Context: an optimization exercise on an open-source flow, tuned for small area and a short achievable clock period. The choices shown serve that exercise and are no tape-out recipe.
RTL that was checked went through simulation tests only; none was proved equivalent to the original.
The clock input has no modelled driver; a real chip could not lean on it and would need a root buffer or a full tree.
No activity file was given, so power comes from the tool's default toggle rates.

Setup of run 1:
Design mult_unsigned, start of the top module:
module mult_unsigned (
	input clk, rst,
	input [15:0] A,
	input [23:0] B,
	output [39:0] result
);
export LEC_CHECK = 0
export CAP_MARGIN = 20
export CORE_MARGIN = 2
export CORE_UTILIZATION = 40
export HOLD_SLACK_MARGIN = 0.05
export SETUP_SLACK_MARGIN = 5
export SLEW_MARGIN = 20
export SYNTH_HIERARCHICAL = 1
export SYNTH_MINIMUM_KEEP_SIZE = 0
create_clock -name core_clock -period 8.0 [get_ports {clk}]
standard.sh (not shown) runs the stock make flow with config.mk's settings and CLKGATE_MAP_FILE= SYNTH_SCRIPT=/design/flow/synth_recipe.tcl, a recipe that flattens the netlist after the stock synthesis.
==> flow/flow/run.sh <==
#!/bin/bash
# Layout flow: the standard synthesis unchanged, then the standard ORFS
# steps with plain buffers on the ports and the setup-repair target below.
set -euo pipefail
bash standard.sh synth > synth.log 2>&1
sed -e 's/SETUP_SLACK_MARGIN=[-0-9.]*/SETUP_SLACK_MARGIN=5.58/' standard.sh > layout.sh
export BUFFER_PORTS_ARGS="-buffer_cell sky130_fd_sc_hd__buf_1"
export PRE_CTS_TCL=$(pwd)/flow/manual_cts.tcl MCTS_LEAVES=12 MCTS_ROOTS=4 MCTS_CLASSES='r2:sky130_fd_sc_hd__dlygate4sd3_1+sky130_fd_sc_hd__dlygate4sd1_1 r3:sky130_fd_sc_hd__dlygate4sd3_1+sky130_fd_sc_hd__dlygate4sd3_1' REMOVE_ABC_BUFFERS=1
bash layout.sh finish > layout.log 2>&1
Other scripts of this flow, unchanged in this note and not shown: flow/flow/manual_cts.tcl
Run 1 finished every stage; the final checks, however, were not passed, the failures being negative hold slack.
The following lists how run 2 was set up differently from run 1:
-- flow/config.mk --
<<< run 1, line 10
export CORE_UTILIZATION = 40
export HOLD_SLACK_MARGIN = 0.05
export SETUP_SLACK_MARGIN = 5
>>> run 2, line 10
export CORE_UTILIZATION = 40
export HOLD_SLACK_MARGIN = 0.2
export SETUP_SLACK_MARGIN = 5
Findings:
Run 2 | stages: all done | timing, DRC, antenna: all pass
The shortest clock period the worst path allows after layout was comparable across run 2 and run 1.
First-iteration DRC count grows slightly when moving from run 1 to run 2.
Taking run 1 as the reference, in run 2 tightest slew margin relative to the limit barely changed; power after layout increased 110 uW.
Compared run 2 vs run 1, and number of cells traversed by the worst hold path is up in run 2.
Layout-stage area growth over the synthesis result sits higher in run 2 than in run 1.
The worst hold slack in run 2 sits 0.16 ns above the value recorded for run 1.
No run of this note included a check of the RTL's function; only the layout flow was run. In every run of this note, the design's own scripts or RTL, not TritonCTS, make the clock network.

---

## nickel
mult_unsigned, a different RTL version from the one above (not shown whole).
Size: about 1500 cells after synthesis, ~310 flip-flops, roughly 82 I/O pins, roughly 0.017 mm2 of cells after synthesis.
export LEC_CHECK = 0
export CAP_MARGIN = 0
export CORE_MARGIN = 2
export CORE_UTILIZATION = 40
export SETUP_SLACK_MARGIN = 5
export SLEW_MARGIN = 0
export SYNTH_HIERARCHICAL = 1
export SYNTH_MINIMUM_KEEP_SIZE = 0
create_clock -name core_clock -period 8.0 [get_ports {clk}]
==> flow/flow/run.sh <==
#!/bin/bash
# Layout flow: the standard synthesis unchanged, then the standard ORFS
# steps with plain buffers on the ports and the setup-repair target below.
set -euo pipefail
bash standard.sh synth > synth.log 2>&1
sed -e 's/SETUP_SLACK_MARGIN=[-0-9.]*/SETUP_SLACK_MARGIN=5.5/' standard.sh > layout.sh
export BUFFER_PORTS_ARGS="-buffer_cell sky130_fd_sc_hd__buf_1"
export PRE_CTS_TCL=$(pwd)/flow/manual_cts.tcl MCTS_LEAVES=16 MCTS_ROOTS=4
bash layout.sh finish > layout.log 2>&1
Other scripts of this flow, unchanged in this note and not shown: flow/flow/manual_cts.tcl
nickel did not stop at any stage, and its layout met the timing, design-rule and antenna checks.
### nickel -> delta
- swapping 0 for 20 in SLEW_MARGIN
- swapping 0 for 20 in CAP_MARGIN
-- flow/flow/run.sh --
<<< nickel, line 5
bash standard.sh synth > synth.log 2>&1
sed -e 's/SETUP_SLACK_MARGIN=[-0-9.]*/SETUP_SLACK_MARGIN=5.5/' standard.sh > layout.sh
export BUFFER_PORTS_ARGS="-buffer_cell sky130_fd_sc_hd__buf_1"
>>> delta, line 5
bash standard.sh synth > synth.log 2>&1
sed -e 's/SETUP_SLACK_MARGIN=[-0-9.]*/SETUP_SLACK_MARGIN=5.3/' standard.sh > layout.sh
export BUFFER_PORTS_ARGS="-buffer_cell sky130_fd_sc_hd__buf_1"
[summary]
Sort delta and nickel by wire length, descending, and delta comes first.
delta reports a higher minimum clock period than nickel does.
Of delta and nickel, the run reporting the lower clock power was delta.
delta vs. nickel: critical path depth went down by 5.
### delta -> quartz
- TNS_END_PERCENT newly set to 0
-- flow/flow/run.sh --
<<< delta, line 5
bash standard.sh synth > synth.log 2>&1
sed -e 's/SETUP_SLACK_MARGIN=[-0-9.]*/SETUP_SLACK_MARGIN=5.3/' standard.sh > layout.sh
export BUFFER_PORTS_ARGS="-buffer_cell sky130_fd_sc_hd__buf_1"
>>> quartz, line 5
bash standard.sh synth > synth.log 2>&1
sed -e 's/SETUP_SLACK_MARGIN=[-0-9.]*/SETUP_SLACK_MARGIN=5.5/' standard.sh > layout.sh
export BUFFER_PORTS_ARGS="-buffer_cell sky130_fd_sc_hd__buf_1"
==> summary.txt <==
- Compared quartz vs delta, and flip-flop and latch area is up in quartz.
- Compared quartz against delta; global-route usage within noise.
- Cmp quartz vs delta: layout-stage area growth over the synthesis result higher in quartz
- Per the comparison of quartz with delta, minimum hold slack picked up an extra 0.0088 ns; peak clock frequency supported by timing picked up an extra 4.9%; clock network fraction of design power neither gained nor lost much; power picked up an extra 2.2%.
Input-level comparison between indigo and quartz:
- TNS_END_PERCENT changed from 0 to 20
### Flow results
indigo closes out successfully: all stages finished, all timing, DRC and antenna checks passed.
Register-to-register slack: indigo vs quartz down 0.03 ns
In terms of sequential cell area share, quartz and indigo differ only marginally.
Taking quartz as the reference point, the slack of the critical path of indigo falls by 0.032 ns.
Between quartz and indigo, the area growth from synthesis to layout does not differ in any meaningful way.
[inputs] onyx vs indigo
- putting PLACE_DENSITY at 0.8 where nothing was set
- clearing TNS_END_PERCENT, which used to be 20
Notes after the runs:
When the final numbers for indigo and onyx were put side by side, the cell area after layout turned out to be smaller in indigo. onyx: share of total power in the clock network 0.4 points below indigo. Max sum of met2 wire segment lengths after detailed routing across indigo and onyx: onyx. Re cell depth of the worst hold path: no difference whatsoever between indigo and onyx. When the final numbers for indigo and onyx were put side by side, the critical path depth turned out to be greater in onyx. STATUS power spent charging and discharging nets: onyx loses against indigo. Number of placed instances, taps included: indigo vs onyx, no meaningful difference. onyx vs. indigo: power increased about 2.4%; overflow left after global routing essentially unchanged; wire length of the first global-routing pass increased about 1.5%; sequential share of layout area essentially unchanged.
In every run of this note, the design's own scripts or RTL, not TritonCTS, make the clock network.

[re-timing with driven ports]
In the flow no input, the clock included, has a driving cell. The finished layouts below were timed again as built, in two steps. Step 1 (the two cells are an assumption about what drives the block):
set clk [get_ports {clk}]
set_driving_cell -lib_cell sky130_fd_sc_hd__clkbuf_16 $clk
set_driving_cell -lib_cell sky130_fd_sc_hd__buf_2 [delete_from_list [all_inputs] $clk]
Step 2, shift: input delay + t, output delay - t, t = (earliest + latest rising clock arrival at the registers) / 2. This alone moves slack from input paths to output paths. Slacks: ideal / step 1 / step 2; pairs: ideal / step 1.
run	shift t [ns]	setup slack, ns	hold WS [ns]	clock arrival spread, ns
run 1	0.998	5.576 / 5.461 / 5.196	-0.009 / -0.009 / -0.009	1.277 / 1.277
run 2	0.997	5.575 / 5.462 / 5.196	0.151 / 0.151 / 0.151	1.277 / 1.277
nickel	0.432	5.548 / 5.439 / 5.548	0.330 / 0.330 / 0.330	0.042 / 0.042
delta	0.427	5.405 / 5.405 / 5.405	0.321 / 0.321 / 0.321	0.025 / 0.024
quartz	0.427	5.526 / 5.456 / 5.526	0.330 / 0.330 / 0.330	0.043 / 0.042
indigo	0.434	5.494 / 5.435 / 5.494	0.330 / 0.330 / 0.330	0.044 / 0.044
onyx	0.432	5.437 / 5.437 / 5.437	0.330 / 0.330 / 0.330	0.036 / 0.037
Clock arrivals are far apart in run 1 and run 2, so t is only a midpoint there and step 2 fits no single register. For run 1, which loses most, drivers alone change the setup slack by -0.115 ns; drivers and shift together by -0.380 ns. Setup slack includes reset recovery checks.
